Context: an optimization exercise on an open-source flow, tuned for small area and a short achievable clock period. The choices shown serve that exercise and are no tape-out recipe. At most, simulation tests tie the RTL to the original design; equivalence was not proved. For run 2, only the layout was checked, not whether the RTL still works.

==> flow/design.v (outline; a module is shown in full before it is edited, if it fits) <==
// module full_adder: 10 lines
// module final_adder: 244 lines
// module fp32_unpacker: 20 lines
// module fp32_aligner: 18 lines
// module wallace_tree_8_inputs: 507 lines
// module fp32_normalizer_rounder: 333 lines
// module fp32_packer: 14 lines
// module fp32_adder_tree_8_inputs: 117 lines
module fp32_adder_tree_8_inputs (
    input wire clk,
    input wire rst_n,
    input wire [127:0] dvr_fp32addtree8to1_s0,
    input wire [127:0] dvr_fp32addtree8to1_s1,
    input wire [2:0] cru_fp32addtree8to1,
    output wire [127:0] dr_fp32addtree8to1_d
);
  // ...
==> flow/flow/run.sh <==
#!/bin/bash
# Layout flow: ORFS, with two changes to its synthesis script and a setup
# margin for timing repair.
#  - synthesis: Yosys's generic synth step runs without its quick ABC pass, so
#    the full adders written in the RTL reach extract_fa as written (no
#    inverters around them); the final ABC mapping uses flow/abc.script.
#  - layout: standard steps; repair_timing aims at SETUP_SLACK_MARGIN; the
#    port buffers are the platform's smallest buffer.
# Each tool's output goes to ORFS's own logs (orfs/logs/...); make's output to flow.log.
set -euo pipefail
HERE=$(pwd)
FL=$HERE/flow
source $FL/params.sh
sed -e 's#^source \$::env(SCRIPTS_DIR)/synth_preamble.tcl#&\nset abc_args [lreplace $abc_args 1 1 '"$FL"'/abc.script]#' \
    -e 's#synth -top \$::env(DESIGN_NAME) -run fine: {\*}\$synth_full_args#& -noabc#' \
    $FLOW_HOME/scripts/synth.tcl > $HERE/my_synth.tcl
grep -q -- '-noabc' $HERE/my_synth.tcl
grep -q 'abc.script\]' $HERE/my_synth.tcl
sed -e "s#source \$::env(SCRIPTS_DIR)/synth.tcl#source $HERE/my_synth.tcl#" synth_recipe.tcl > my_synth_recipe.tcl
grep -q my_synth.tcl my_synth_recipe.tcl
sed -e "s#SYNTH_SCRIPT=[^ ]*#SYNTH_SCRIPT=$HERE/my_synth_recipe.tcl#" standard.sh > my_standard.sh
grep -q my_synth_recipe.tcl my_standard.sh
export SETUP_SLACK_MARGIN=$MARGIN
# every port still gets a buffer, the smallest one
export BUFFER_PORTS_ARGS="${PORTBUF:--buffer_cell sky130_fd_sc_hd__buf_1}"
bash my_standard.sh finish > flow.log 2>&1
==> flow/flow/abc.script <==
strash
dch
map -B 0.9
topo
stime -c
buffer -c
upsize -c
dnsize -c
==> flow/flow/params.sh <==
MARGIN=35
==> flow/standard.sh <==
#!/bin/bash
# synth_recipe.tcl (not shown) runs the flow's synth.tcl, then flattens the netlist and writes it again
# the make line also repeats each setting of config.mk as NAME=value (left out here)
make -C /OpenROAD-flow-scripts/flow DESIGN_CONFIG=/design/flow/config.mk WORK_HOME=/design/flow/orfs CLKGATE_MAP_FILE= SYNTH_SCRIPT=/design/flow/synth_recipe.tcl "${@:-finish}"
==> flow/config.mk <==
export PLATFORM = sky130hd
export DESIGN_NAME = fp32_adder_tree_8_inputs
export DESIGN_NICKNAME = fp32_adder_tree_8_inputs
export VERILOG_FILES = /design/flow/design.v
export SDC_FILE = /design/flow/constraint.sdc
export NUM_CORES = 8
export LEC_CHECK = 0
export ABC_AREA = 1
export CAP_MARGIN = 20
export CORE_MARGIN = 2
export CORE_UTILIZATION = 40
export SLEW_MARGIN = 20
==> flow/constraint.sdc <==
create_clock -name core_clock -period 64.0 [get_ports {clk}]
set_input_delay 12.8000 -clock core_clock [delete_from_list [all_inputs] [get_ports {clk}]]
set_output_delay 12.8000 -clock core_clock [all_outputs]
set_load 0.01 [all_outputs]
==> reports/qor.yml, run 1 <==
timing_worst_slew_pin_value_ps: 1130
core_area_um2: 79100
detail_route.first_pass.iterations: 7
met2_usage_pct: 51.1
final_nets: 6296
combinational_family_with_the_most_area_after_synthesis: "simple AND/OR/NAND/NOR gates"
drtAntennaViolNets: 0
drt-wirelength-per-cell_um: 19.9
initialDrtViolationCount: 3582
area_occupied_by_multi_input_gates_um2: 28800
post_cts.resized_instances: 73
synth-edff-count: 0
post_synth_and_or_nand_nor_area_fraction_pct: 36.0
start_point_of_the_critical_path: "dvr_fp32addtree8to1_s1[45]"
deepest_clock_path_buffer_count: 2
worst-endpoint-arrival_ps: 28390
ios: 389
synthTopCellsByArea: "nand2_1, fa_1, o21ai_0"
grt.met1_usage_pct: 40.7
fp-row-count: 103
hold_path_startpoint: "cru_fp32addtree8to1[2]"
finalSetupViolCount: 0
outcome: "no timing/DRC/antenna violations"
maximum_cell_stage_delay_along_the_critical_path_ps: 520
synthDominantAreaCellType: "nand2_1"
dpl.hpwl_mm: 112
nFlopsAndLatches: 35
ys_async_sr_fraction_pct: 100
==> module fp32_normalizer_rounder, before the edit <==
module fp32_normalizer_rounder (
    input  wire [34:0] mag,
    input  wire [7:0]  exp_in,      
    output wire [30:0] res,         
    output wire        overflow
);
    wire [31:0] lim = (exp_in <= 8'd32) ? (32'd1 << (6'd32 - exp_in[5:0])) : 32'd0;
    wire [63:0] lzv = {mag | {3'b000, lim}, 1'b1, 28'b0};
    wire lz_z0_0 = ~lzv[63];
    wire lz_z0_1 = ~lzv[62];
    wire lz_z0_2 = ~lzv[61];
    wire lz_z0_3 = ~lzv[60];
    wire lz_z0_4 = ~lzv[59];
    wire lz_z0_5 = ~lzv[58];
    wire lz_z0_6 = ~lzv[57];
    wire lz_z0_7 = ~lzv[56];
    wire lz_z0_8 = ~lzv[55];
    wire lz_z0_9 = ~lzv[54];
    wire lz_z0_10 = ~lzv[53];
    wire lz_z0_11 = ~lzv[52];
    wire lz_z0_12 = ~lzv[51];
    wire lz_z0_13 = ~lzv[50];
    wire lz_z0_14 = ~lzv[49];
    wire lz_z0_15 = ~lzv[48];
    wire lz_z0_16 = ~lzv[47];
    wire lz_z0_17 = ~lzv[46];
    wire lz_z0_18 = ~lzv[45];
    wire lz_z0_19 = ~lzv[44];
    wire lz_z0_20 = ~lzv[43];
    wire lz_z0_21 = ~lzv[42];
    wire lz_z0_22 = ~lzv[41];
    wire lz_z0_23 = ~lzv[40];
    wire lz_z0_24 = ~lzv[39];
    wire lz_z0_25 = ~lzv[38];
    wire lz_z0_26 = ~lzv[37];
    wire lz_z0_27 = ~lzv[36];
    wire lz_z0_28 = ~lzv[35];
    wire lz_z0_29 = ~lzv[34];
    wire lz_z0_30 = ~lzv[33];
    wire lz_z0_31 = ~lzv[32];
    wire lz_z0_32 = ~lzv[31];
    wire lz_z0_33 = ~lzv[30];
    wire lz_z0_34 = ~lzv[29];
    wire lz_z0_35 = ~lzv[28];
    wire lz_z0_36 = ~lzv[27];
    wire lz_z0_37 = ~lzv[26];
    wire lz_z0_38 = ~lzv[25];
    wire lz_z0_39 = ~lzv[24];
    wire lz_z0_40 = ~lzv[23];
    wire lz_z0_41 = ~lzv[22];
    wire lz_z0_42 = ~lzv[21];
    wire lz_z0_43 = ~lzv[20];
    wire lz_z0_44 = ~lzv[19];
    wire lz_z0_45 = ~lzv[18];
    wire lz_z0_46 = ~lzv[17];
    wire lz_z0_47 = ~lzv[16];
    wire lz_z0_48 = ~lzv[15];
    wire lz_z0_49 = ~lzv[14];
    wire lz_z0_50 = ~lzv[13];
    wire lz_z0_51 = ~lzv[12];
    wire lz_z0_52 = ~lzv[11];
    wire lz_z0_53 = ~lzv[10];
    wire lz_z0_54 = ~lzv[9];
    wire lz_z0_55 = ~lzv[8];
    wire lz_z0_56 = ~lzv[7];
    wire lz_z0_57 = ~lzv[6];
    wire lz_z0_58 = ~lzv[5];
    wire lz_z0_59 = ~lzv[4];
    wire lz_z0_60 = ~lzv[3];
    wire lz_z0_61 = ~lzv[2];
    wire lz_z0_62 = ~lzv[1];
    wire lz_z0_63 = ~lzv[0];
    wire lz_z1_0 = lz_z0_0 & lz_z0_1;
    wire [0:0] lz_c1_0 = lz_z0_0;
    wire lz_z1_1 = lz_z0_2 & lz_z0_3;
    wire [0:0] lz_c1_1 = lz_z0_2;
    wire lz_z1_2 = lz_z0_4 & lz_z0_5;
    wire [0:0] lz_c1_2 = lz_z0_4;
    wire lz_z1_3 = lz_z0_6 & lz_z0_7;
    wire [0:0] lz_c1_3 = lz_z0_6;
    wire lz_z1_4 = lz_z0_8 & lz_z0_9;
    wire [0:0] lz_c1_4 = lz_z0_8;
    wire lz_z1_5 = lz_z0_10 & lz_z0_11;
    wire [0:0] lz_c1_5 = lz_z0_10;
    wire lz_z1_6 = lz_z0_12 & lz_z0_13;
    wire [0:0] lz_c1_6 = lz_z0_12;
    wire lz_z1_7 = lz_z0_14 & lz_z0_15;
    wire [0:0] lz_c1_7 = lz_z0_14;
    wire lz_z1_8 = lz_z0_16 & lz_z0_17;
    wire [0:0] lz_c1_8 = lz_z0_16;
    wire lz_z1_9 = lz_z0_18 & lz_z0_19;
    wire [0:0] lz_c1_9 = lz_z0_18;
    wire lz_z1_10 = lz_z0_20 & lz_z0_21;
    wire [0:0] lz_c1_10 = lz_z0_20;
    wire lz_z1_11 = lz_z0_22 & lz_z0_23;
    wire [0:0] lz_c1_11 = lz_z0_22;
    wire lz_z1_12 = lz_z0_24 & lz_z0_25;
    wire [0:0] lz_c1_12 = lz_z0_24;
    wire lz_z1_13 = lz_z0_26 & lz_z0_27;
    wire [0:0] lz_c1_13 = lz_z0_26;
    wire lz_z1_14 = lz_z0_28 & lz_z0_29;
    wire [0:0] lz_c1_14 = lz_z0_28;
    wire lz_z1_15 = lz_z0_30 & lz_z0_31;
    wire [0:0] lz_c1_15 = lz_z0_30;
    wire lz_z1_16 = lz_z0_32 & lz_z0_33;
    wire [0:0] lz_c1_16 = lz_z0_32;
    wire lz_z1_17 = lz_z0_34 & lz_z0_35;
    wire [0:0] lz_c1_17 = lz_z0_34;
    wire lz_z1_18 = lz_z0_36 & lz_z0_37;
    wire [0:0] lz_c1_18 = lz_z0_36;
    wire lz_z1_19 = lz_z0_38 & lz_z0_39;
    wire [0:0] lz_c1_19 = lz_z0_38;
    wire lz_z1_20 = lz_z0_40 & lz_z0_41;
    wire [0:0] lz_c1_20 = lz_z0_40;
    wire lz_z1_21 = lz_z0_42 & lz_z0_43;
    wire [0:0] lz_c1_21 = lz_z0_42;
    wire lz_z1_22 = lz_z0_44 & lz_z0_45;
    wire [0:0] lz_c1_22 = lz_z0_44;
    wire lz_z1_23 = lz_z0_46 & lz_z0_47;
    wire [0:0] lz_c1_23 = lz_z0_46;
    wire lz_z1_24 = lz_z0_48 & lz_z0_49;
    wire [0:0] lz_c1_24 = lz_z0_48;
    wire lz_z1_25 = lz_z0_50 & lz_z0_51;
    wire [0:0] lz_c1_25 = lz_z0_50;
    wire lz_z1_26 = lz_z0_52 & lz_z0_53;
    wire [0:0] lz_c1_26 = lz_z0_52;
    wire lz_z1_27 = lz_z0_54 & lz_z0_55;
    wire [0:0] lz_c1_27 = lz_z0_54;
    wire lz_z1_28 = lz_z0_56 & lz_z0_57;
    wire [0:0] lz_c1_28 = lz_z0_56;
    wire lz_z1_29 = lz_z0_58 & lz_z0_59;
    wire [0:0] lz_c1_29 = lz_z0_58;
    wire lz_z1_30 = lz_z0_60 & lz_z0_61;
    wire [0:0] lz_c1_30 = lz_z0_60;
    wire lz_z1_31 = lz_z0_62 & lz_z0_63;
    wire [0:0] lz_c1_31 = lz_z0_62;
    wire lz_z2_0 = lz_z1_0 & lz_z1_1;
    wire [1:0] lz_c2_0 = lz_z1_0 ? {1'b1, lz_c1_1} : {1'b0, lz_c1_0};
    wire lz_z2_1 = lz_z1_2 & lz_z1_3;
    wire [1:0] lz_c2_1 = lz_z1_2 ? {1'b1, lz_c1_3} : {1'b0, lz_c1_2};
    wire lz_z2_2 = lz_z1_4 & lz_z1_5;
    wire [1:0] lz_c2_2 = lz_z1_4 ? {1'b1, lz_c1_5} : {1'b0, lz_c1_4};
    wire lz_z2_3 = lz_z1_6 & lz_z1_7;
    wire [1:0] lz_c2_3 = lz_z1_6 ? {1'b1, lz_c1_7} : {1'b0, lz_c1_6};
    wire lz_z2_4 = lz_z1_8 & lz_z1_9;
    wire [1:0] lz_c2_4 = lz_z1_8 ? {1'b1, lz_c1_9} : {1'b0, lz_c1_8};
    wire lz_z2_5 = lz_z1_10 & lz_z1_11;
    wire [1:0] lz_c2_5 = lz_z1_10 ? {1'b1, lz_c1_11} : {1'b0, lz_c1_10};
    wire lz_z2_6 = lz_z1_12 & lz_z1_13;
    wire [1:0] lz_c2_6 = lz_z1_12 ? {1'b1, lz_c1_13} : {1'b0, lz_c1_12};
    wire lz_z2_7 = lz_z1_14 & lz_z1_15;
    wire [1:0] lz_c2_7 = lz_z1_14 ? {1'b1, lz_c1_15} : {1'b0, lz_c1_14};
    wire lz_z2_8 = lz_z1_16 & lz_z1_17;
    wire [1:0] lz_c2_8 = lz_z1_16 ? {1'b1, lz_c1_17} : {1'b0, lz_c1_16};
    wire lz_z2_9 = lz_z1_18 & lz_z1_19;
    wire [1:0] lz_c2_9 = lz_z1_18 ? {1'b1, lz_c1_19} : {1'b0, lz_c1_18};
    wire lz_z2_10 = lz_z1_20 & lz_z1_21;
    wire [1:0] lz_c2_10 = lz_z1_20 ? {1'b1, lz_c1_21} : {1'b0, lz_c1_20};
    wire lz_z2_11 = lz_z1_22 & lz_z1_23;
    wire [1:0] lz_c2_11 = lz_z1_22 ? {1'b1, lz_c1_23} : {1'b0, lz_c1_22};
    wire lz_z2_12 = lz_z1_24 & lz_z1_25;
    wire [1:0] lz_c2_12 = lz_z1_24 ? {1'b1, lz_c1_25} : {1'b0, lz_c1_24};
    wire lz_z2_13 = lz_z1_26 & lz_z1_27;
    wire [1:0] lz_c2_13 = lz_z1_26 ? {1'b1, lz_c1_27} : {1'b0, lz_c1_26};
    wire lz_z2_14 = lz_z1_28 & lz_z1_29;
    wire [1:0] lz_c2_14 = lz_z1_28 ? {1'b1, lz_c1_29} : {1'b0, lz_c1_28};
    wire lz_z2_15 = lz_z1_30 & lz_z1_31;
    wire [1:0] lz_c2_15 = lz_z1_30 ? {1'b1, lz_c1_31} : {1'b0, lz_c1_30};
    wire lz_z3_0 = lz_z2_0 & lz_z2_1;
    wire [2:0] lz_c3_0 = lz_z2_0 ? {1'b1, lz_c2_1} : {1'b0, lz_c2_0};
    wire lz_z3_1 = lz_z2_2 & lz_z2_3;
    wire [2:0] lz_c3_1 = lz_z2_2 ? {1'b1, lz_c2_3} : {1'b0, lz_c2_2};
    wire lz_z3_2 = lz_z2_4 & lz_z2_5;
    wire [2:0] lz_c3_2 = lz_z2_4 ? {1'b1, lz_c2_5} : {1'b0, lz_c2_4};
    wire lz_z3_3 = lz_z2_6 & lz_z2_7;
    wire [2:0] lz_c3_3 = lz_z2_6 ? {1'b1, lz_c2_7} : {1'b0, lz_c2_6};
    wire lz_z3_4 = lz_z2_8 & lz_z2_9;
    wire [2:0] lz_c3_4 = lz_z2_8 ? {1'b1, lz_c2_9} : {1'b0, lz_c2_8};
    wire lz_z3_5 = lz_z2_10 & lz_z2_11;
    wire [2:0] lz_c3_5 = lz_z2_10 ? {1'b1, lz_c2_11} : {1'b0, lz_c2_10};
    wire lz_z3_6 = lz_z2_12 & lz_z2_13;
    wire [2:0] lz_c3_6 = lz_z2_12 ? {1'b1, lz_c2_13} : {1'b0, lz_c2_12};
    wire lz_z3_7 = lz_z2_14 & lz_z2_15;
    wire [2:0] lz_c3_7 = lz_z2_14 ? {1'b1, lz_c2_15} : {1'b0, lz_c2_14};
    wire lz_z4_0 = lz_z3_0 & lz_z3_1;
    wire [3:0] lz_c4_0 = lz_z3_0 ? {1'b1, lz_c3_1} : {1'b0, lz_c3_0};
    wire lz_z4_1 = lz_z3_2 & lz_z3_3;
    wire [3:0] lz_c4_1 = lz_z3_2 ? {1'b1, lz_c3_3} : {1'b0, lz_c3_2};
    wire lz_z4_2 = lz_z3_4 & lz_z3_5;
    wire [3:0] lz_c4_2 = lz_z3_4 ? {1'b1, lz_c3_5} : {1'b0, lz_c3_4};
    wire lz_z4_3 = lz_z3_6 & lz_z3_7;
    wire [3:0] lz_c4_3 = lz_z3_6 ? {1'b1, lz_c3_7} : {1'b0, lz_c3_6};
    wire lz_z5_0 = lz_z4_0 & lz_z4_1;
    wire [4:0] lz_c5_0 = lz_z4_0 ? {1'b1, lz_c4_1} : {1'b0, lz_c4_0};
    wire lz_z5_1 = lz_z4_2 & lz_z4_3;
    wire [4:0] lz_c5_1 = lz_z4_2 ? {1'b1, lz_c4_3} : {1'b0, lz_c4_2};
    wire lz_z6_0 = lz_z5_0 & lz_z5_1;
    wire [5:0] lz_c6_0 = lz_z5_0 ? {1'b1, lz_c5_1} : {1'b0, lz_c5_0};
    wire [5:0] sh = lz_c6_0;
    wire [34:0] n1 = sh[5] ? {mag[2:0], 32'b0} : mag;
    wire [34:0] n2 = sh[4] ? {n1[18:0], 16'b0} : n1;
    wire [34:0] n3 = sh[3] ? {n2[26:0], 8'b0} : n2;
    wire [34:0] n4 = sh[2] ? {n3[30:0], 4'b0} : n3;
    wire [34:0] n5 = sh[1] ? {n4[32:0], 2'b0} : n4;
    wire [34:0] nn = sh[0] ? {n5[33:0], 1'b0} : n5;
    wire normal = nn[34];
    wire g = nn[10];
    wire r = nn[9];
    wire st = |(mag[8:0] & (9'h1ff >> sh));
    wire rnd = g & (r | st | nn[11]);
    wire [8:0] e3 = {1'b0, exp_in} + 9'd3;
    wire [8:0] e4 = {1'b0, exp_in} + 9'd4;
    wire [8:0] nsh = ~{3'b0, sh};
    wire [8:0] x3, x4;
    assign x3 = e3 - {3'b0, sh};
    assign x4 = e4 - {3'b0, sh};
    wire ov3 = x3 >= 9'd255;
    wire ov4 = x4 >= 9'd255;
    wire [22:0] mr;
    wire [22:0] mant = nn[33:11];
    wire rn_1 = mant[1] & mant[0];
    wire rn_2 = mant[2] & mant[1];
    wire rn_3 = mant[3] & mant[2];
    wire rn_4 = mant[4] & mant[3];
    wire rn_5 = mant[5] & mant[4];
    wire rn_6 = mant[6] & mant[5];
    wire rn_7 = mant[7] & mant[6];
    wire rn_8 = mant[8] & mant[7];
    wire rn_9 = mant[9] & mant[8];
    wire rn_10 = mant[10] & mant[9];
    wire rn_11 = mant[11] & mant[10];
    wire rn_12 = mant[12] & mant[11];
    wire rn_13 = mant[13] & mant[12];
    wire rn_14 = mant[14] & mant[13];
    wire rn_15 = mant[15] & mant[14];
    wire rn_16 = mant[16] & mant[15];
    wire rn_17 = mant[17] & mant[16];
    wire rn_18 = mant[18] & mant[17];
    wire rn_19 = mant[19] & mant[18];
    wire rn_20 = mant[20] & mant[19];
    wire rn_21 = mant[21] & mant[20];
    wire rn_22 = mant[22] & mant[21];
    wire rn_23 = rn_2 & mant[0];
    wire rn_24 = rn_3 & rn_1;
    wire rn_25 = rn_4 & rn_2;
    wire rn_26 = rn_5 & rn_3;
    wire rn_27 = rn_6 & rn_4;
    wire rn_28 = rn_7 & rn_5;
    wire rn_29 = rn_8 & rn_6;
    wire rn_30 = rn_9 & rn_7;
    wire rn_31 = rn_10 & rn_8;
    wire rn_32 = rn_11 & rn_9;
    wire rn_33 = rn_12 & rn_10;
    wire rn_34 = rn_13 & rn_11;
    wire rn_35 = rn_14 & rn_12;
    wire rn_36 = rn_15 & rn_13;
    wire rn_37 = rn_16 & rn_14;
    wire rn_38 = rn_17 & rn_15;
    wire rn_39 = rn_18 & rn_16;
    wire rn_40 = rn_19 & rn_17;
    wire rn_41 = rn_20 & rn_18;
    wire rn_42 = rn_21 & rn_19;
    wire rn_43 = rn_22 & rn_20;
    wire rn_44 = rn_25 & mant[0];
    wire rn_45 = rn_26 & rn_1;
    wire rn_46 = rn_27 & rn_23;
    wire rn_47 = rn_28 & rn_24;
    wire rn_48 = rn_29 & rn_25;
    wire rn_49 = rn_30 & rn_26;
    wire rn_50 = rn_31 & rn_27;
    wire rn_51 = rn_32 & rn_28;
    wire rn_52 = rn_33 & rn_29;
    wire rn_53 = rn_34 & rn_30;
    wire rn_54 = rn_35 & rn_31;
    wire rn_55 = rn_36 & rn_32;
    wire rn_56 = rn_37 & rn_33;
    wire rn_57 = rn_38 & rn_34;
    wire rn_58 = rn_39 & rn_35;
    wire rn_59 = rn_40 & rn_36;
    wire rn_60 = rn_41 & rn_37;
    wire rn_61 = rn_42 & rn_38;
    wire rn_62 = rn_43 & rn_39;
    wire rn_63 = rn_48 & mant[0];
    wire rn_64 = rn_49 & rn_1;
    wire rn_65 = rn_50 & rn_23;
    wire rn_66 = rn_51 & rn_24;
    wire rn_67 = rn_52 & rn_44;
    wire rn_68 = rn_53 & rn_45;
    wire rn_69 = rn_54 & rn_46;
    wire rn_70 = rn_55 & rn_47;
    wire rn_71 = rn_56 & rn_48;
    wire rn_72 = rn_57 & rn_49;
    wire rn_73 = rn_58 & rn_50;
    wire rn_74 = rn_59 & rn_51;
    wire rn_75 = rn_60 & rn_52;
    wire rn_76 = rn_61 & rn_53;
    wire rn_77 = rn_62 & rn_54;
    wire rn_78 = rn_71 & mant[0];
    wire rn_79 = rn_72 & rn_1;
    wire rn_80 = rn_73 & rn_23;
    wire rn_81 = rn_74 & rn_24;
    wire rn_82 = rn_75 & rn_44;
    wire rn_83 = rn_76 & rn_45;
    wire rn_84 = rn_77 & rn_46;
    assign mr[0] = mant[0] ^ rnd;
    assign mr[1] = mant[1] ^ (rnd & mant[0]);
    assign mr[2] = mant[2] ^ (rnd & rn_1);
    assign mr[3] = mant[3] ^ (rnd & rn_23);
    assign mr[4] = mant[4] ^ (rnd & rn_24);
    assign mr[5] = mant[5] ^ (rnd & rn_44);
    assign mr[6] = mant[6] ^ (rnd & rn_45);
    assign mr[7] = mant[7] ^ (rnd & rn_46);
    assign mr[8] = mant[8] ^ (rnd & rn_47);
    assign mr[9] = mant[9] ^ (rnd & rn_63);
    assign mr[10] = mant[10] ^ (rnd & rn_64);
    assign mr[11] = mant[11] ^ (rnd & rn_65);
    assign mr[12] = mant[12] ^ (rnd & rn_66);
    assign mr[13] = mant[13] ^ (rnd & rn_67);
    assign mr[14] = mant[14] ^ (rnd & rn_68);
    assign mr[15] = mant[15] ^ (rnd & rn_69);
    assign mr[16] = mant[16] ^ (rnd & rn_70);
    assign mr[17] = mant[17] ^ (rnd & rn_78);
    assign mr[18] = mant[18] ^ (rnd & rn_79);
    assign mr[19] = mant[19] ^ (rnd & rn_80);
    assign mr[20] = mant[20] ^ (rnd & rn_81);
    assign mr[21] = mant[21] ^ (rnd & rn_82);
    assign mr[22] = mant[22] ^ (rnd & rn_83);
    wire rn_85 = rnd & rn_84;
    wire cm = rn_85;
    wire [7:0] er = normal ? (cm ? x4[7:0] : x3[7:0]) : {7'b0, cm};
    assign overflow = normal & (cm ? ov4 : ov3);
    assign res = {er, mr};
endmodule
==> module fp32_adder_tree_8_inputs, before the edit <==
module fp32_adder_tree_8_inputs (
    input wire clk,
    input wire rst_n,
    input wire [127:0] dvr_fp32addtree8to1_s0,
    input wire [127:0] dvr_fp32addtree8to1_s1,
    input wire [2:0] cru_fp32addtree8to1,
    output wire [127:0] dr_fp32addtree8to1_d
);
    genvar i;
    wire [7:0] sgn, hid, inf, nan;
    wire [7:0] ex [0:7];
    wire [22:0] man [0:7];
    generate
        for (i = 0; i < 8; i = i + 1) begin : unpack_gen
            fp32_unpacker u (
                .fp_in({dvr_fp32addtree8to1_s1[16*i +: 16], dvr_fp32addtree8to1_s0[16*i +: 16]}),
                .sign(sgn[i]), .exponent(ex[i]), .hidden(hid[i]), .mantissa(man[i]),
                .is_inf(inf[i]), .is_nan(nan[i]));
        end
    endgenerate
    wire pinf = |(inf & ~sgn);
    wire ninf = |(inf & sgn);
    wire res_nan = (|nan) | (pinf & ninf);
    wire res_inf = pinf | ninf;
    wire all_neg = &sgn;
    function [7:0] max2(input [7:0] a, input [7:0] b);
        reg c;
        integer k;
        begin
            c = 1'b1;
            for (k = 0; k < 8; k = k + 1)
                c = (a[k] & ~b[k]) | ((a[k] | ~b[k]) & c);
            max2 = c ? a : b;
        end
    endfunction
    wire [7:0] m01 = max2(ex[0], ex[1]);
    wire [7:0] m23 = max2(ex[2], ex[3]);
    wire [7:0] m45 = max2(ex[4], ex[5]);
    wire [7:0] m67 = max2(ex[6], ex[7]);
    wire [7:0] m03 = max2(m01, m23);
    wire [7:0] m47 = max2(m45, m67);
    wire [7:0] emax = max2(m03, m47);
    wire [7:0] dif [0:7];
    wire [7:0] nx0 = ~ex[0];
    wire [7:0] d0;
    assign d0 = emax - ex[0];
    assign dif[0] = d0;
    wire [7:0] nx1 = ~ex[1];
    wire [7:0] d1;
    assign d1 = emax - ex[1];
    assign dif[1] = d1;
    wire [7:0] nx2 = ~ex[2];
    wire [7:0] d2;
    assign d2 = emax - ex[2];
    assign dif[2] = d2;
    wire [7:0] nx3 = ~ex[3];
    wire [7:0] d3;
    assign d3 = emax - ex[3];
    assign dif[3] = d3;
    wire [7:0] nx4 = ~ex[4];
    wire [7:0] d4;
    assign d4 = emax - ex[4];
    assign dif[4] = d4;
    wire [7:0] nx5 = ~ex[5];
    wire [7:0] d5;
    assign d5 = emax - ex[5];
    assign dif[5] = d5;
    wire [7:0] nx6 = ~ex[6];
    wire [7:0] d6;
    assign d6 = emax - ex[6];
    assign dif[6] = d6;
    wire [7:0] nx7 = ~ex[7];
    wire [7:0] d7;
    assign d7 = emax - ex[7];
    assign dif[7] = d7;
    wire [255:0] aligned;
    generate
        for (i = 0; i < 8; i = i + 1) begin : align_gen
            fp32_aligner a (
                .sign(sgn[i]), .hidden(hid[i]), .mantissa(man[i]),
                .diff(dif[i]),
                .aligned(aligned[32*i +: 32]));
        end
    endgenerate
    wire [35:0] row_a, row_b, sum;
    wallace_tree_8_inputs tree (.data_in(aligned), .sgn(sgn), .row_a(row_a), .row_b(row_b));
    final_adder cpa (.a(row_a), .b(row_b), .sum(sum));
    wire neg = sum[35];
    wire [34:0] mag = sum[34:0] ^ {35{neg}};
    wire zero = ~|mag;
    wire sign = zero ? all_neg : neg;
    wire [30:0] res;
    wire overflow;
    fp32_normalizer_rounder nr (.mag(mag), .exp_in(emax), .res(res), .overflow(overflow));
    wire [31:0] fp_sum_result;
    fp32_packer pk (.res_nan(res_nan), .res_inf(res_inf), .inf_sign(ninf),
                    .overflow(overflow), .sign(sign), .res(res), .fp_out(fp_sum_result));
    reg [31:0] sum_q;
    reg        valid_q;
    reg [1:0]  seg_q;
    always @(posedge clk or negedge rst_n) begin
        if (!rst_n) begin
            sum_q   <= 32'b0;
            valid_q <= 1'b0;
            seg_q   <= 2'b0;
        end else begin
            sum_q   <= fp_sum_result;
            valid_q <= cru_fp32addtree8to1[2];
            seg_q   <= cru_fp32addtree8to1[1:0];
        end
    end
    assign dr_fp32addtree8to1_d = {
        {32{valid_q & (seg_q == 2'b11)}} & sum_q,
        {32{valid_q & (seg_q == 2'b10)}} & sum_q,
        {32{valid_q & (seg_q == 2'b01)}} & sum_q,
        {32{valid_q & (seg_q == 2'b00)}} & sum_q};
endmodule
==> inputs of run 2 (changes only) <==
--- a/flow/design.v
+++ b/flow/design.v
@@ -1011,8 +1011,146 @@
     wire [8:0] e4 = {1'b0, exp_in} + 9'd4;
     wire [8:0] nsh = ~{3'b0, sh};
     wire [8:0] x3, x4;
-    assign x3 = e3 - {3'b0, sh};
-    assign x4 = e4 - {3'b0, sh};
+    wire xe_1 = e3[0] & nsh[0];
+    wire xe_2 = e3[1] & nsh[1];
+    wire xe_3 = e3[2] & nsh[2];
+    wire xe_4 = e3[3] & nsh[3];
+    wire xe_5 = e3[4] & nsh[4];
+    wire xe_6 = e3[5] & nsh[5];
+    wire xe_7 = e3[6] & nsh[6];
+    wire xe_8 = e3[7] & nsh[7];
+    wire xe_9 = e3[8] & nsh[8];
+    wire xe_10 = e3[0] ^ nsh[0];
+    wire xe_11 = e3[1] ^ nsh[1];
+    wire xe_12 = e3[2] ^ nsh[2];
+    wire xe_13 = e3[3] ^ nsh[3];
+    wire xe_14 = e3[4] ^ nsh[4];
+    wire xe_15 = e3[5] ^ nsh[5];
+    wire xe_16 = e3[6] ^ nsh[6];
+    wire xe_17 = e3[7] ^ nsh[7];
+    wire xe_18 = e3[8] ^ nsh[8];
+    wire xe_19 = xe_1 | (xe_10 & 1'b1);
+    wire xe_20 = xe_2 | (xe_11 & xe_19);
+    wire xe_21 = xe_11 & xe_10;
+    wire xe_22 = xe_3 | (xe_12 & xe_2);
+    wire xe_23 = xe_12 & xe_11;
+    wire xe_24 = xe_4 | (xe_13 & xe_3);
+    wire xe_25 = xe_13 & xe_12;
+    wire xe_26 = xe_5 | (xe_14 & xe_4);
+    wire xe_27 = xe_14 & xe_13;
+    wire xe_28 = xe_6 | (xe_15 & xe_5);
+    wire xe_29 = xe_15 & xe_14;
+    wire xe_30 = xe_7 | (xe_16 & xe_6);
+    wire xe_31 = xe_16 & xe_15;
+    wire xe_32 = xe_8 | (xe_17 & xe_7);
+    wire xe_33 = xe_17 & xe_16;
+    wire xe_34 = xe_9 | (xe_18 & xe_8);
+    wire xe_35 = xe_18 & xe_17;
+    wire xe_36 = xe_22 | (xe_23 & xe_19);
+    wire xe_37 = xe_23 & xe_10;
+    wire xe_38 = xe_24 | (xe_25 & xe_20);
+    wire xe_39 = xe_25 & xe_21;
+    wire xe_40 = xe_26 | (xe_27 & xe_22);
+    wire xe_41 = xe_27 & xe_23;
+    wire xe_42 = xe_28 | (xe_29 & xe_24);
+    wire xe_43 = xe_29 & xe_25;
+    wire xe_44 = xe_30 | (xe_31 & xe_26);
+    wire xe_45 = xe_31 & xe_27;
+    wire xe_46 = xe_32 | (xe_33 & xe_28);
+    wire xe_47 = xe_33 & xe_29;
+    wire xe_48 = xe_34 | (xe_35 & xe_30);
+    wire xe_49 = xe_35 & xe_31;
+    wire xe_50 = xe_40 | (xe_41 & xe_19);
+    wire xe_51 = xe_41 & xe_10;
+    wire xe_52 = xe_42 | (xe_43 & xe_20);
+    wire xe_53 = xe_43 & xe_21;
+    wire xe_54 = xe_44 | (xe_45 & xe_36);
+    wire xe_55 = xe_45 & xe_37;
+    wire xe_56 = xe_46 | (xe_47 & xe_38);
+    wire xe_57 = xe_47 & xe_39;
+    wire xe_58 = xe_48 | (xe_49 & xe_40);
+    wire xe_59 = xe_49 & xe_41;
+    wire xe_60 = xe_58 | (xe_59 & xe_19);
+    wire xe_61 = xe_59 & xe_10;
+    assign x3[0] = xe_10 ^ 1'b1;
+    assign x3[1] = xe_11 ^ xe_19;
+    assign x3[2] = xe_12 ^ xe_20;
+    assign x3[3] = xe_13 ^ xe_36;
+    assign x3[4] = xe_14 ^ xe_38;
+    assign x3[5] = xe_15 ^ xe_50;
+    assign x3[6] = xe_16 ^ xe_52;
+    assign x3[7] = xe_17 ^ xe_54;
+    assign x3[8] = xe_18 ^ xe_56;
+    wire xe_62 = e4[0] & nsh[0];
+    wire xe_63 = e4[1] & nsh[1];
+    wire xe_64 = e4[2] & nsh[2];
+    wire xe_65 = e4[3] & nsh[3];
+    wire xe_66 = e4[4] & nsh[4];
+    wire xe_67 = e4[5] & nsh[5];
+    wire xe_68 = e4[6] & nsh[6];
+    wire xe_69 = e4[7] & nsh[7];
+    wire xe_70 = e4[8] & nsh[8];
+    wire xe_71 = e4[0] ^ nsh[0];
+    wire xe_72 = e4[1] ^ nsh[1];
+    wire xe_73 = e4[2] ^ nsh[2];
+    wire xe_74 = e4[3] ^ nsh[3];
+    wire xe_75 = e4[4] ^ nsh[4];
+    wire xe_76 = e4[5] ^ nsh[5];
+    wire xe_77 = e4[6] ^ nsh[6];
+    wire xe_78 = e4[7] ^ nsh[7];
+    wire xe_79 = e4[8] ^ nsh[8];
+    wire xe_80 = xe_62 | (xe_71 & 1'b1);
+    wire xe_81 = xe_63 | (xe_72 & xe_80);
+    wire xe_82 = xe_72 & xe_71;
+    wire xe_83 = xe_64 | (xe_73 & xe_63);
+    wire xe_84 = xe_73 & xe_72;
+    wire xe_85 = xe_65 | (xe_74 & xe_64);
+    wire xe_86 = xe_74 & xe_73;
+    wire xe_87 = xe_66 | (xe_75 & xe_65);
+    wire xe_88 = xe_75 & xe_74;
+    wire xe_89 = xe_67 | (xe_76 & xe_66);
+    wire xe_90 = xe_76 & xe_75;
+    wire xe_91 = xe_68 | (xe_77 & xe_67);
+    wire xe_92 = xe_77 & xe_76;
+    wire xe_93 = xe_69 | (xe_78 & xe_68);
+    wire xe_94 = xe_78 & xe_77;
+    wire xe_95 = xe_70 | (xe_79 & xe_69);
+    wire xe_96 = xe_79 & xe_78;
+    wire xe_97 = xe_83 | (xe_84 & xe_80);
+    wire xe_98 = xe_84 & xe_71;
+    wire xe_99 = xe_85 | (xe_86 & xe_81);
+    wire xe_100 = xe_86 & xe_82;
+    wire xe_101 = xe_87 | (xe_88 & xe_83);
+    wire xe_102 = xe_88 & xe_84;
+    wire xe_103 = xe_89 | (xe_90 & xe_85);
+    wire xe_104 = xe_90 & xe_86;
+    wire xe_105 = xe_91 | (xe_92 & xe_87);
+    wire xe_106 = xe_92 & xe_88;
+    wire xe_107 = xe_93 | (xe_94 & xe_89);
+    wire xe_108 = xe_94 & xe_90;
+    wire xe_109 = xe_95 | (xe_96 & xe_91);
+    wire xe_110 = xe_96 & xe_92;
+    wire xe_111 = xe_101 | (xe_102 & xe_80);
+    wire xe_112 = xe_102 & xe_71;
+    wire xe_113 = xe_103 | (xe_104 & xe_81);
+    wire xe_114 = xe_104 & xe_82;
+    wire xe_115 = xe_105 | (xe_106 & xe_97);
+    wire xe_116 = xe_106 & xe_98;
+    wire xe_117 = xe_107 | (xe_108 & xe_99);
+    wire xe_118 = xe_108 & xe_100;
+    wire xe_119 = xe_109 | (xe_110 & xe_101);
+    wire xe_120 = xe_110 & xe_102;
+    wire xe_121 = xe_119 | (xe_120 & xe_80);
+    wire xe_122 = xe_120 & xe_71;
+    assign x4[0] = xe_71 ^ 1'b1;
+    assign x4[1] = xe_72 ^ xe_80;
+    assign x4[2] = xe_73 ^ xe_81;
+    assign x4[3] = xe_74 ^ xe_97;
+    assign x4[4] = xe_75 ^ xe_99;
+    assign x4[5] = xe_76 ^ xe_111;
+    assign x4[6] = xe_77 ^ xe_113;
+    assign x4[7] = xe_78 ^ xe_115;
+    assign x4[8] = xe_79 ^ xe_117;
     wire ov3 = x3 >= 9'd255;
     wire ov4 = x4 >= 9'd255;
     wire [22:0] mr;
@@ -1169,55 +1307,295 @@
     wire res_nan = (|nan) | (pinf & ninf);
     wire res_inf = pinf | ninf;
     wire all_neg = &sgn;
-    function [7:0] max2(input [7:0] a, input [7:0] b);
-        reg c;
-        integer k;
-        begin
-            c = 1'b1;
-            for (k = 0; k < 8; k = k + 1)
-                c = (a[k] & ~b[k]) | ((a[k] | ~b[k]) & c);
-            max2 = c ? a : b;
-        end
-    endfunction
-    wire [7:0] m01 = max2(ex[0], ex[1]);
-    wire [7:0] m23 = max2(ex[2], ex[3]);
-    wire [7:0] m45 = max2(ex[4], ex[5]);
-    wire [7:0] m67 = max2(ex[6], ex[7]);
-    wire [7:0] m03 = max2(m01, m23);
-    wire [7:0] m47 = max2(m45, m67);
-    wire [7:0] emax = max2(m03, m47);
+    wire [7:0] x0 = ex[0];
+    wire [7:0] x1 = ex[1];
+    wire [7:0] x2 = ex[2];
+    wire [7:0] x3 = ex[3];
+    wire [7:0] x4 = ex[4];
+    wire [7:0] x5 = ex[5];
+    wire [7:0] x6 = ex[6];
+    wire [7:0] x7 = ex[7];
+    wire mx_1 = x0[0] & ~x1[0];
+    wire mx_2 = x0[1] & ~x1[1];
+    wire mx_3 = x0[2] & ~x1[2];
+    wire mx_4 = x0[3] & ~x1[3];
+    wire mx_5 = x0[4] & ~x1[4];
+    wire mx_6 = x0[5] & ~x1[5];
+    wire mx_7 = x0[6] & ~x1[6];
+    wire mx_8 = x0[7] & ~x1[7];
+    wire mx_9 = x0[0] | ~x1[0];
+    wire mx_10 = x0[1] | ~x1[1];
+    wire mx_11 = x0[2] | ~x1[2];
+    wire mx_12 = x0[3] | ~x1[3];
+    wire mx_13 = x0[4] | ~x1[4];
+    wire mx_14 = x0[5] | ~x1[5];
+    wire mx_15 = x0[6] | ~x1[6];
+    wire mx_16 = x0[7] | ~x1[7];
+    wire mx_17 = mx_2 | (mx_10 & mx_1);
+    wire mx_18 = mx_10 & mx_9;
+    wire mx_19 = mx_4 | (mx_12 & mx_3);
+    wire mx_20 = mx_12 & mx_11;
+    wire mx_21 = mx_6 | (mx_14 & mx_5);
+    wire mx_22 = mx_14 & mx_13;
+    wire mx_23 = mx_8 | (mx_16 & mx_7);
+    wire mx_24 = mx_16 & mx_15;
+    wire mx_25 = mx_19 | (mx_20 & mx_17);
+    wire mx_26 = mx_20 & mx_18;
+    wire mx_27 = mx_23 | (mx_24 & mx_21);
+    wire mx_28 = mx_24 & mx_22;
+    wire mx_29 = mx_27 | (mx_28 & mx_25);
+    wire mx_30 = mx_28 & mx_26;
+    wire mx_31 = mx_29 | mx_30;
+    wire [7:0] mx0_0 = mx_31 ? x0 : x1;
+    wire mx_32 = x2[0] & ~x3[0];
+    wire mx_33 = x2[1] & ~x3[1];
+    wire mx_34 = x2[2] & ~x3[2];
+    wire mx_35 = x2[3] & ~x3[3];
+    wire mx_36 = x2[4] & ~x3[4];
+    wire mx_37 = x2[5] & ~x3[5];
+    wire mx_38 = x2[6] & ~x3[6];
+    wire mx_39 = x2[7] & ~x3[7];
+    wire mx_40 = x2[0] | ~x3[0];
+    wire mx_41 = x2[1] | ~x3[1];
+    wire mx_42 = x2[2] | ~x3[2];
+    wire mx_43 = x2[3] | ~x3[3];
+    wire mx_44 = x2[4] | ~x3[4];
+    wire mx_45 = x2[5] | ~x3[5];
+    wire mx_46 = x2[6] | ~x3[6];
+    wire mx_47 = x2[7] | ~x3[7];
+    wire mx_48 = mx_33 | (mx_41 & mx_32);
+    wire mx_49 = mx_41 & mx_40;
+    wire mx_50 = mx_35 | (mx_43 & mx_34);
+    wire mx_51 = mx_43 & mx_42;
+    wire mx_52 = mx_37 | (mx_45 & mx_36);
+    wire mx_53 = mx_45 & mx_44;
+    wire mx_54 = mx_39 | (mx_47 & mx_38);
+    wire mx_55 = mx_47 & mx_46;
+    wire mx_56 = mx_50 | (mx_51 & mx_48);
+    wire mx_57 = mx_51 & mx_49;
+    wire mx_58 = mx_54 | (mx_55 & mx_52);
+    wire mx_59 = mx_55 & mx_53;
+    wire mx_60 = mx_58 | (mx_59 & mx_56);
+    wire mx_61 = mx_59 & mx_57;
+    wire mx_62 = mx_60 | mx_61;
+    wire [7:0] mx0_1 = mx_62 ? x2 : x3;
+    wire mx_63 = x4[0] & ~x5[0];
+    wire mx_64 = x4[1] & ~x5[1];
+    wire mx_65 = x4[2] & ~x5[2];
+    wire mx_66 = x4[3] & ~x5[3];
+    wire mx_67 = x4[4] & ~x5[4];
+    wire mx_68 = x4[5] & ~x5[5];
+    wire mx_69 = x4[6] & ~x5[6];
+    wire mx_70 = x4[7] & ~x5[7];
+    wire mx_71 = x4[0] | ~x5[0];
+    wire mx_72 = x4[1] | ~x5[1];
+    wire mx_73 = x4[2] | ~x5[2];
+    wire mx_74 = x4[3] | ~x5[3];
+    wire mx_75 = x4[4] | ~x5[4];
+    wire mx_76 = x4[5] | ~x5[5];
+    wire mx_77 = x4[6] | ~x5[6];
+    wire mx_78 = x4[7] | ~x5[7];
+    wire mx_79 = mx_64 | (mx_72 & mx_63);
+    wire mx_80 = mx_72 & mx_71;
+    wire mx_81 = mx_66 | (mx_74 & mx_65);
+    wire mx_82 = mx_74 & mx_73;
+    wire mx_83 = mx_68 | (mx_76 & mx_67);
+    wire mx_84 = mx_76 & mx_75;
+    wire mx_85 = mx_70 | (mx_78 & mx_69);
+    wire mx_86 = mx_78 & mx_77;
+    wire mx_87 = mx_81 | (mx_82 & mx_79);
+    wire mx_88 = mx_82 & mx_80;
+    wire mx_89 = mx_85 | (mx_86 & mx_83);
+    wire mx_90 = mx_86 & mx_84;
+    wire mx_91 = mx_89 | (mx_90 & mx_87);
+    wire mx_92 = mx_90 & mx_88;
+    wire mx_93 = mx_91 | mx_92;
+    wire [7:0] mx0_2 = mx_93 ? x4 : x5;
+    wire mx_94 = x6[0] & ~x7[0];
+    wire mx_95 = x6[1] & ~x7[1];
+    wire mx_96 = x6[2] & ~x7[2];
+    wire mx_97 = x6[3] & ~x7[3];
+    wire mx_98 = x6[4] & ~x7[4];
+    wire mx_99 = x6[5] & ~x7[5];
+    wire mx_100 = x6[6] & ~x7[6];
+    wire mx_101 = x6[7] & ~x7[7];
+    wire mx_102 = x6[0] | ~x7[0];
+    wire mx_103 = x6[1] | ~x7[1];
+    wire mx_104 = x6[2] | ~x7[2];
+    wire mx_105 = x6[3] | ~x7[3];
+    wire mx_106 = x6[4] | ~x7[4];
+    wire mx_107 = x6[5] | ~x7[5];
+    wire mx_108 = x6[6] | ~x7[6];
+    wire mx_109 = x6[7] | ~x7[7];
+    wire mx_110 = mx_95 | (mx_103 & mx_94);
+    wire mx_111 = mx_103 & mx_102;
+    wire mx_112 = mx_97 | (mx_105 & mx_96);
+    wire mx_113 = mx_105 & mx_104;
+    wire mx_114 = mx_99 | (mx_107 & mx_98);
+    wire mx_115 = mx_107 & mx_106;
+    wire mx_116 = mx_101 | (mx_109 & mx_100);
+    wire mx_117 = mx_109 & mx_108;
+    wire mx_118 = mx_112 | (mx_113 & mx_110);
+    wire mx_119 = mx_113 & mx_111;
+    wire mx_120 = mx_116 | (mx_117 & mx_114);
+    wire mx_121 = mx_117 & mx_115;
+    wire mx_122 = mx_120 | (mx_121 & mx_118);
+    wire mx_123 = mx_121 & mx_119;
+    wire mx_124 = mx_122 | mx_123;
+    wire [7:0] mx0_3 = mx_124 ? x6 : x7;
+    wire mx_125 = mx0_0[0] & ~mx0_1[0];
+    wire mx_126 = mx0_0[1] & ~mx0_1[1];
+    wire mx_127 = mx0_0[2] & ~mx0_1[2];
+    wire mx_128 = mx0_0[3] & ~mx0_1[3];
+    wire mx_129 = mx0_0[4] & ~mx0_1[4];
+    wire mx_130 = mx0_0[5] & ~mx0_1[5];
+    wire mx_131 = mx0_0[6] & ~mx0_1[6];
+    wire mx_132 = mx0_0[7] & ~mx0_1[7];
+    wire mx_133 = mx0_0[0] | ~mx0_1[0];
+    wire mx_134 = mx0_0[1] | ~mx0_1[1];
+    wire mx_135 = mx0_0[2] | ~mx0_1[2];
+    wire mx_136 = mx0_0[3] | ~mx0_1[3];
+    wire mx_137 = mx0_0[4] | ~mx0_1[4];
+    wire mx_138 = mx0_0[5] | ~mx0_1[5];
+    wire mx_139 = mx0_0[6] | ~mx0_1[6];
+    wire mx_140 = mx0_0[7] | ~mx0_1[7];
+    wire mx_141 = mx_126 | (mx_134 & mx_125);
+    wire mx_142 = mx_134 & mx_133;
+    wire mx_143 = mx_128 | (mx_136 & mx_127);
+    wire mx_144 = mx_136 & mx_135;
+    wire mx_145 = mx_130 | (mx_138 & mx_129);
+    wire mx_146 = mx_138 & mx_137;
+    wire mx_147 = mx_132 | (mx_140 & mx_131);
+    wire mx_148 = mx_140 & mx_139;
+    wire mx_149 = mx_143 | (mx_144 & mx_141);
+    wire mx_150 = mx_144 & mx_142;
+    wire mx_151 = mx_147 | (mx_148 & mx_145);
+    wire mx_152 = mx_148 & mx_146;
+    wire mx_153 = mx_151 | (mx_152 & mx_149);
+    wire mx_154 = mx_152 & mx_150;
+    wire mx_155 = mx_153 | mx_154;
+    wire [7:0] mx1_0 = mx_155 ? mx0_0 : mx0_1;
+    wire mx_156 = mx0_2[0] & ~mx0_3[0];
+    wire mx_157 = mx0_2[1] & ~mx0_3[1];
+    wire mx_158 = mx0_2[2] & ~mx0_3[2];
+    wire mx_159 = mx0_2[3] & ~mx0_3[3];
+    wire mx_160 = mx0_2[4] & ~mx0_3[4];
+    wire mx_161 = mx0_2[5] & ~mx0_3[5];
+    wire mx_162 = mx0_2[6] & ~mx0_3[6];
+    wire mx_163 = mx0_2[7] & ~mx0_3[7];
+    wire mx_164 = mx0_2[0] | ~mx0_3[0];
+    wire mx_165 = mx0_2[1] | ~mx0_3[1];
+    wire mx_166 = mx0_2[2] | ~mx0_3[2];
+    wire mx_167 = mx0_2[3] | ~mx0_3[3];
+    wire mx_168 = mx0_2[4] | ~mx0_3[4];
+    wire mx_169 = mx0_2[5] | ~mx0_3[5];
+    wire mx_170 = mx0_2[6] | ~mx0_3[6];
+    wire mx_171 = mx0_2[7] | ~mx0_3[7];
+    wire mx_172 = mx_157 | (mx_165 & mx_156);
+    wire mx_173 = mx_165 & mx_164;
+    wire mx_174 = mx_159 | (mx_167 & mx_158);
+    wire mx_175 = mx_167 & mx_166;
+    wire mx_176 = mx_161 | (mx_169 & mx_160);
+    wire mx_177 = mx_169 & mx_168;
+    wire mx_178 = mx_163 | (mx_171 & mx_162);
+    wire mx_179 = mx_171 & mx_170;
+    wire mx_180 = mx_174 | (mx_175 & mx_172);
+    wire mx_181 = mx_175 & mx_173;
+    wire mx_182 = mx_178 | (mx_179 & mx_176);
+    wire mx_183 = mx_179 & mx_177;
+    wire mx_184 = mx_182 | (mx_183 & mx_180);
+    wire mx_185 = mx_183 & mx_181;
+    wire mx_186 = mx_184 | mx_185;
+    wire [7:0] mx1_1 = mx_186 ? mx0_2 : mx0_3;
+    wire mx_187 = mx1_0[0] & ~mx1_1[0];
+    wire mx_188 = mx1_0[1] & ~mx1_1[1];
+    wire mx_189 = mx1_0[2] & ~mx1_1[2];
+    wire mx_190 = mx1_0[3] & ~mx1_1[3];
+    wire mx_191 = mx1_0[4] & ~mx1_1[4];
+    wire mx_192 = mx1_0[5] & ~mx1_1[5];
+    wire mx_193 = mx1_0[6] & ~mx1_1[6];
+    wire mx_194 = mx1_0[7] & ~mx1_1[7];
+    wire mx_195 = mx1_0[0] | ~mx1_1[0];
+    wire mx_196 = mx1_0[1] | ~mx1_1[1];
+    wire mx_197 = mx1_0[2] | ~mx1_1[2];
+    wire mx_198 = mx1_0[3] | ~mx1_1[3];
+    wire mx_199 = mx1_0[4] | ~mx1_1[4];
+    wire mx_200 = mx1_0[5] | ~mx1_1[5];
+    wire mx_201 = mx1_0[6] | ~mx1_1[6];
+    wire mx_202 = mx1_0[7] | ~mx1_1[7];
+    wire mx_203 = mx_188 | (mx_196 & mx_187);
+    wire mx_204 = mx_196 & mx_195;
+    wire mx_205 = mx_190 | (mx_198 & mx_189);
+    wire mx_206 = mx_198 & mx_197;
+    wire mx_207 = mx_192 | (mx_200 & mx_191);
+    wire mx_208 = mx_200 & mx_199;
+    wire mx_209 = mx_194 | (mx_202 & mx_193);
+    wire mx_210 = mx_202 & mx_201;
+    wire mx_211 = mx_205 | (mx_206 & mx_203);
+    wire mx_212 = mx_206 & mx_204;
+    wire mx_213 = mx_209 | (mx_210 & mx_207);
+    wire mx_214 = mx_210 & mx_208;
+    wire mx_215 = mx_213 | (mx_214 & mx_211);
+    wire mx_216 = mx_214 & mx_212;
+    wire mx_217 = mx_215 | mx_216;
+    wire [7:0] mx2_0 = mx_217 ? mx1_0 : mx1_1;
+    wire [7:0] emax = mx2_0;
     wire [7:0] dif [0:7];
     wire [7:0] nx0 = ~ex[0];
     wire [7:0] d0;
-    assign d0 = emax - ex[0];
+    wire [5:0] dl0 = {1'b0, emax[4:0]} - {1'b0, ex[0][4:0]};
+    wire [2:0] dh0 = emax[7:5] - ex[0][7:5];
+    wire big0 = (dh0 >= 3'd2) | ((dh0 == 3'd1) & ~dl0[5]);
+    assign d0 = {2'b00, big0, dl0[4:0]};
     assign dif[0] = d0;
     wire [7:0] nx1 = ~ex[1];
     wire [7:0] d1;
-    assign d1 = emax - ex[1];
+    wire [5:0] dl1 = {1'b0, emax[4:0]} - {1'b0, ex[1][4:0]};
+    wire [2:0] dh1 = emax[7:5] - ex[1][7:5];
+    wire big1 = (dh1 >= 3'd2) | ((dh1 == 3'd1) & ~dl1[5]);
+    assign d1 = {2'b00, big1, dl1[4:0]};
     assign dif[1] = d1;
     wire [7:0] nx2 = ~ex[2];
     wire [7:0] d2;
-    assign d2 = emax - ex[2];
+    wire [5:0] dl2 = {1'b0, emax[4:0]} - {1'b0, ex[2][4:0]};
+    wire [2:0] dh2 = emax[7:5] - ex[2][7:5];
+    wire big2 = (dh2 >= 3'd2) | ((dh2 == 3'd1) & ~dl2[5]);
+    assign d2 = {2'b00, big2, dl2[4:0]};
     assign dif[2] = d2;
     wire [7:0] nx3 = ~ex[3];
     wire [7:0] d3;
-    assign d3 = emax - ex[3];
+    wire [5:0] dl3 = {1'b0, emax[4:0]} - {1'b0, ex[3][4:0]};
+    wire [2:0] dh3 = emax[7:5] - ex[3][7:5];
+    wire big3 = (dh3 >= 3'd2) | ((dh3 == 3'd1) & ~dl3[5]);
+    assign d3 = {2'b00, big3, dl3[4:0]};
     assign dif[3] = d3;
     wire [7:0] nx4 = ~ex[4];
     wire [7:0] d4;
-    assign d4 = emax - ex[4];
+    wire [5:0] dl4 = {1'b0, emax[4:0]} - {1'b0, ex[4][4:0]};
+    wire [2:0] dh4 = emax[7:5] - ex[4][7:5];
+    wire big4 = (dh4 >= 3'd2) | ((dh4 == 3'd1) & ~dl4[5]);
+    assign d4 = {2'b00, big4, dl4[4:0]};
     assign dif[4] = d4;
     wire [7:0] nx5 = ~ex[5];
     wire [7:0] d5;
-    assign d5 = emax - ex[5];
+    wire [5:0] dl5 = {1'b0, emax[4:0]} - {1'b0, ex[5][4:0]};
+    wire [2:0] dh5 = emax[7:5] - ex[5][7:5];
+    wire big5 = (dh5 >= 3'd2) | ((dh5 == 3'd1) & ~dl5[5]);
+    assign d5 = {2'b00, big5, dl5[4:0]};
     assign dif[5] = d5;
     wire [7:0] nx6 = ~ex[6];
     wire [7:0] d6;
-    assign d6 = emax - ex[6];
+    wire [5:0] dl6 = {1'b0, emax[4:0]} - {1'b0, ex[6][4:0]};
+    wire [2:0] dh6 = emax[7:5] - ex[6][7:5];
+    wire big6 = (dh6 >= 3'd2) | ((dh6 == 3'd1) & ~dl6[5]);
+    assign d6 = {2'b00, big6, dl6[4:0]};
     assign dif[6] = d6;
     wire [7:0] nx7 = ~ex[7];
     wire [7:0] d7;
-    assign d7 = emax - ex[7];
+    wire [5:0] dl7 = {1'b0, emax[4:0]} - {1'b0, ex[7][4:0]};
+    wire [2:0] dh7 = emax[7:5] - ex[7][7:5];
+    wire big7 = (dh7 >= 3'd2) | ((dh7 == 3'd1) & ~dl7[5]);
+    assign d7 = {2'b00, big7, dl7[4:0]};
     assign dif[7] = d7;
     wire [255:0] aligned;
     generate
@@ -1230,34 +1608,44 @@
     endgenerate
     wire [35:0] row_a, row_b, sum;
     wallace_tree_8_inputs tree (.data_in(aligned), .sgn(sgn), .row_a(row_a), .row_b(row_b));
-    final_adder cpa (.a(row_a), .b(row_b), .sum(sum));
-    wire neg = sum[35];
-    wire [34:0] mag = sum[34:0] ^ {35{neg}};
+    reg [35:0] row_a_q;
+    reg [35:0] row_b_q;
+    reg [7:0] emax_q;
+    reg nan_q;
+    reg inf_q;
+    reg ninf_q;
+    reg allneg_q;
+    reg valid_q;
+    reg [1:0] seg_q;
+    always @(posedge clk or negedge rst_n) begin
+        if (!rst_n) valid_q <= 1'b0;
+        else valid_q <= cru_fp32addtree8to1[2];
+    end
+    always @(posedge clk) begin
+        row_a_q <= row_a;
+        row_b_q <= row_b;
+        emax_q <= emax;
+        nan_q <= res_nan;
+        inf_q <= res_inf;
+        ninf_q <= ninf;
+        allneg_q <= all_neg;
+        seg_q <= cru_fp32addtree8to1[1:0];
+    end
+    wire [35:0] sum_q;
+    final_adder cpa (.a(row_a_q), .b(row_b_q), .sum(sum_q));
+    wire neg = sum_q[35];
+    wire [34:0] mag = sum_q[34:0] ^ {35{neg}};
     wire zero = ~|mag;
-    wire sign = zero ? all_neg : neg;
+    wire sign = zero ? allneg_q : neg;
     wire [30:0] res;
     wire overflow;
-    fp32_normalizer_rounder nr (.mag(mag), .exp_in(emax), .res(res), .overflow(overflow));
+    fp32_normalizer_rounder nr (.mag(mag), .exp_in(emax_q), .res(res), .overflow(overflow));
     wire [31:0] fp_sum_result;
-    fp32_packer pk (.res_nan(res_nan), .res_inf(res_inf), .inf_sign(ninf),
+    fp32_packer pk (.res_nan(nan_q), .res_inf(inf_q), .inf_sign(ninf_q),
                     .overflow(overflow), .sign(sign), .res(res), .fp_out(fp_sum_result));
-    reg [31:0] sum_q;
-    reg        valid_q;
-    reg [1:0]  seg_q;
-    always @(posedge clk or negedge rst_n) begin
-        if (!rst_n) begin
-            sum_q   <= 32'b0;
-            valid_q <= 1'b0;
-            seg_q   <= 2'b0;
-        end else begin
-            sum_q   <= fp_sum_result;
-            valid_q <= cru_fp32addtree8to1[2];
-            seg_q   <= cru_fp32addtree8to1[1:0];
-        end
-    end
     assign dr_fp32addtree8to1_d = {
-        {32{valid_q & (seg_q == 2'b11)}} & sum_q,
-        {32{valid_q & (seg_q == 2'b10)}} & sum_q,
-        {32{valid_q & (seg_q == 2'b01)}} & sum_q,
-        {32{valid_q & (seg_q == 2'b00)}} & sum_q};
+        {32{valid_q & (seg_q == 2'b11)}} & fp_sum_result,
+        {32{valid_q & (seg_q == 2'b10)}} & fp_sum_result,
+        {32{valid_q & (seg_q == 2'b01)}} & fp_sum_result,
+        {32{valid_q & (seg_q == 2'b00)}} & fp_sum_result};
 endmodule
==> flow/flow/abc.script (replaced) <==
strash
dch
map -B 0.9 -a
topo
mfs
strash
dch
map -B 0.9
topo
mfs
strash
dch
map -B 0.9
topo
stime -c
==> flow/flow/params.sh (replaced) <==
MARGIN=42

==> reports/qor.yml, run 2 <==
post_synth_inst_count: 5041
timing.critical_path.mode_cell: "nand2_1"
layout_min_cycle_time_ps: 21580
stdcell_count: 6497
grt_antenna_before_repair: 7
core_area_um2: 74600  # -5.8%
postSynthAreaPerCell_um2: 5.99
mostFrequentLayoutCell: "nand2_1"
n_fill_cell: 8167
dr_total_vias: 36300
ys_async_sr_fraction_pct: 1.16  # -99 points
synth-edff-count: 0  # unchanged
grt_remaining_overflow: 0
timing_worst_slew_pin_value_ps: 1120  # -2.26 ps
critPathMaxFanout: 26
final_max_slew_viol_count: 0
final_layout_size_suffix_gt1_share_pct: 5.27
finalSetupViolCount: 0  # unchanged
grt_max_degree: 43
first_global_vias: 33500
postCtsHoldBufs: 0
cts_htree_levels: 3
timing.critical_path.to_type: "flip-flop"
floorplan.die_area_um2: 77600
placement.io_buffers: 388
final_gp_congestion: 1.03
worst-endpoint-arrival_ps: 21810  # -6580 ps
maximum_cell_stage_delay_along_the_critical_path_ps: 620  # +100 ps
synthDominantAreaCellType: "nand2_1"
routed_via_density: 5.59
initial_utilization_pct: 40.5
largest-register: "row_a_q"
ys.flop_type: "dfxtp_1"
worst_hold_path_type: "in2async"
max_clock_freq_mhz: 46.3
layout.core_utilization_pct: 46.5
groute.usage.overall_pct: 32.0
yosysTopAreaCellShare_pct: 20.8
design_area_um2: 34700
hold_violations: 0
deepest_clock_path_buffer_count: 2  # unchanged
crit_required_ps: 64240
cts_sinks: 86
drt-wirelength-per-cell_um: 20.0  # +0.28%
largest_registers: "row_a_q (36), row_b_q (35), emax_q (8)"
routed_wl_mm: 130
ys.warnings.count: 1
route.detailed.drc: 0
detail_route.first_pass.iterations: 8  # +1
numPlacedInstances: 6448
drtAntennaViolNets: 0  # unchanged
syn-cell-area_um2: 30200
die_y_um: 279
grt_pass1_wl_mm: 194
die_w_um: 279
sequential_cell_area_fraction_in_the_yosys_report_pct: 5.72
tritoncts: "done"
outcome: "no timing/DRC/antenna violations"
placedInstanceArea_um2: 33300
slowest_stage: "nand2_1"
final_nets: 6147  # -2.4%
synthToLayoutAreaGrowth_pct: 14.9
initialDrtViolationCount: 3390  # -5.4%
synthTopCellsByCount: "nand2_1, o21ai_0, clkinv_1"
flip_flop_and_latch_count_after_synthesis: 86
cts_buffers: 9
largest_reg_flops: 36
timing.final.crit_share_pct: 33.7
max_capacitance_violation_count: 0
fp-row-count: 100  # -2.9%
dpl.hpwl_mm: 111  # -0.94%
path_class: "in2reg"
ios: 389  # unchanged
slew_headroom_pct: 24.4
unrepaired_setup_endpoints_after_global_routing: "yes"
yosysMostFrequentCell: "nand2_1"
cts_root_buffer: "clkbuf_16"
synthTopCellsByArea: "nand2_1, fa_1, o21ai_0"
yosys.cell_types.count: 40
most_frequent_cells_in_the_layout: "nand2_1, clkinv_1, o21ai_0, buf_1, nor2_1"
setup_total_negative_slack_ps: 0
clk_pin_slew_ps: 80
timing.critical_path.from_type: "primary input"
syn-num-nets: 5667
-- run 2: cell count changes in the layout (fill, tap and decap cells not counted), sizes merged, moves of 40 or more --
cell | previous run | this run
dfxtp | 0 | 85
inv | 581 | 27
a22oi | 1 | 109
buf | 518 | 454
o211ai | 119 | 10
nor2 | 443 | 381
mux2i | 136 | 96
clkinv | 4 | 552
nand2 | 1539 | 1673
-- run 2: worst max-delay path, delay by kind of cell --
family,cells,cell delay [ps]
AOI/OAI and AO/OA,14,1720
xor gates and xnor gates,1,280
adders and majority gates,5,2530
buffers and inverters,7,1100
and+or+nand+nor,25,3360
-- run 2: timing repair --
item                                    4_1_cts  5_1_grt
buffers inserted                              2       23
pin swaps                                     3       17
endpoints found under the setup margin      192      192
cloned                                        1        5
resized for setup                           100      183
-- run 2: path summary, 6_finish.rpt --
path,start,endpoint,cells after the start
max,dvr_fp32addtree8to1_s1[40],row_a_q[4],52
min,rst_n,valid_q,1
max in group asynchronous,rst_n,valid_q,1
min in group core_clock,cru_fp32addtree8to1[2],valid_q,1
-- run 2: stage by stage --
stage	hold WS, ps	setup slack, ps
floorplan	12500	42050
global placement	12560	39780
detailed placement	12570	39560
CTS	12180	41980
global route	12200	41850
finish	12190	42420
-- run 2: kinds of logic after synthesis --
kind of cell	count (synthesis)	synth area share (%)
AO/OA/AOI/OAI	917	17.2
adder cells (fa/ha/maj)	365	20.5
AND/OR/NAND/NOR	2672	36.8
XOR/XNOR	323	9.38
multiplexers	96	3.18
flip-flops	86	5.72
buffers and inverters	582	7.24
-- run 2: layout make-up --
type                            count  area (um^2)  area share (%)
Clock buffer                        9          225           0.649
Antenna cell                        2         5.00          0.0144
Tap cell                          969         1210            3.50
Sequential cell                    86         1730            4.98
Timing Repair Buffer              463         2160            6.22
Multi-Input combinational cell   4378        26900            77.7
Clock inverter                      7         75.1           0.216
Timing Repair inverter              1         5.00          0.0144
Inverter                          582         2320            6.69
-- run 2: routing by layer --
| metal | track usage (%) | wire (um) | vias up |
|---|---|---|---|
| li1 | - | - | 17800 |
| met1 | 40.8 | 53800 | 16700 |
| met2 | 54.1 | 59900 | 1475 |
| met3 | 3.66 | 8940 | 290 |
| met4 | 14.6 | 7200 | 2 |
| met5 | 0 | 15 | - |

separate check: timing with driven ports:
Ports are ideal in the flow. The routed layouts listed here were re-timed in OpenROAD.
Step 1: set_driving_cell puts a clkbuf_16 on clk and a buf_2 on each other input, an assumption about the parent block.
Step 2 times the ports against the registers' clock, not the clock port: input delays grow and output delays shrink by t, the midpoint of the rising clock arrivals with the driver on.
Three values: no drivers, after step 1, after step 2; two values: the first two.
run	t, ns	setup slack, ns	slew at the worst register clock pin (ns)
run 1	0.305	35.771 / 35.752 / 35.447	0.06 / 0.06
run 2	0.405	42.424 / 42.451 / 42.046	0.08 / 0.08
After both steps setup and hold are still met in every run listed. For run 2, which loses most, drivers alone change the setup slack by +0.027 ns; drivers and shift together by -0.378 ns.
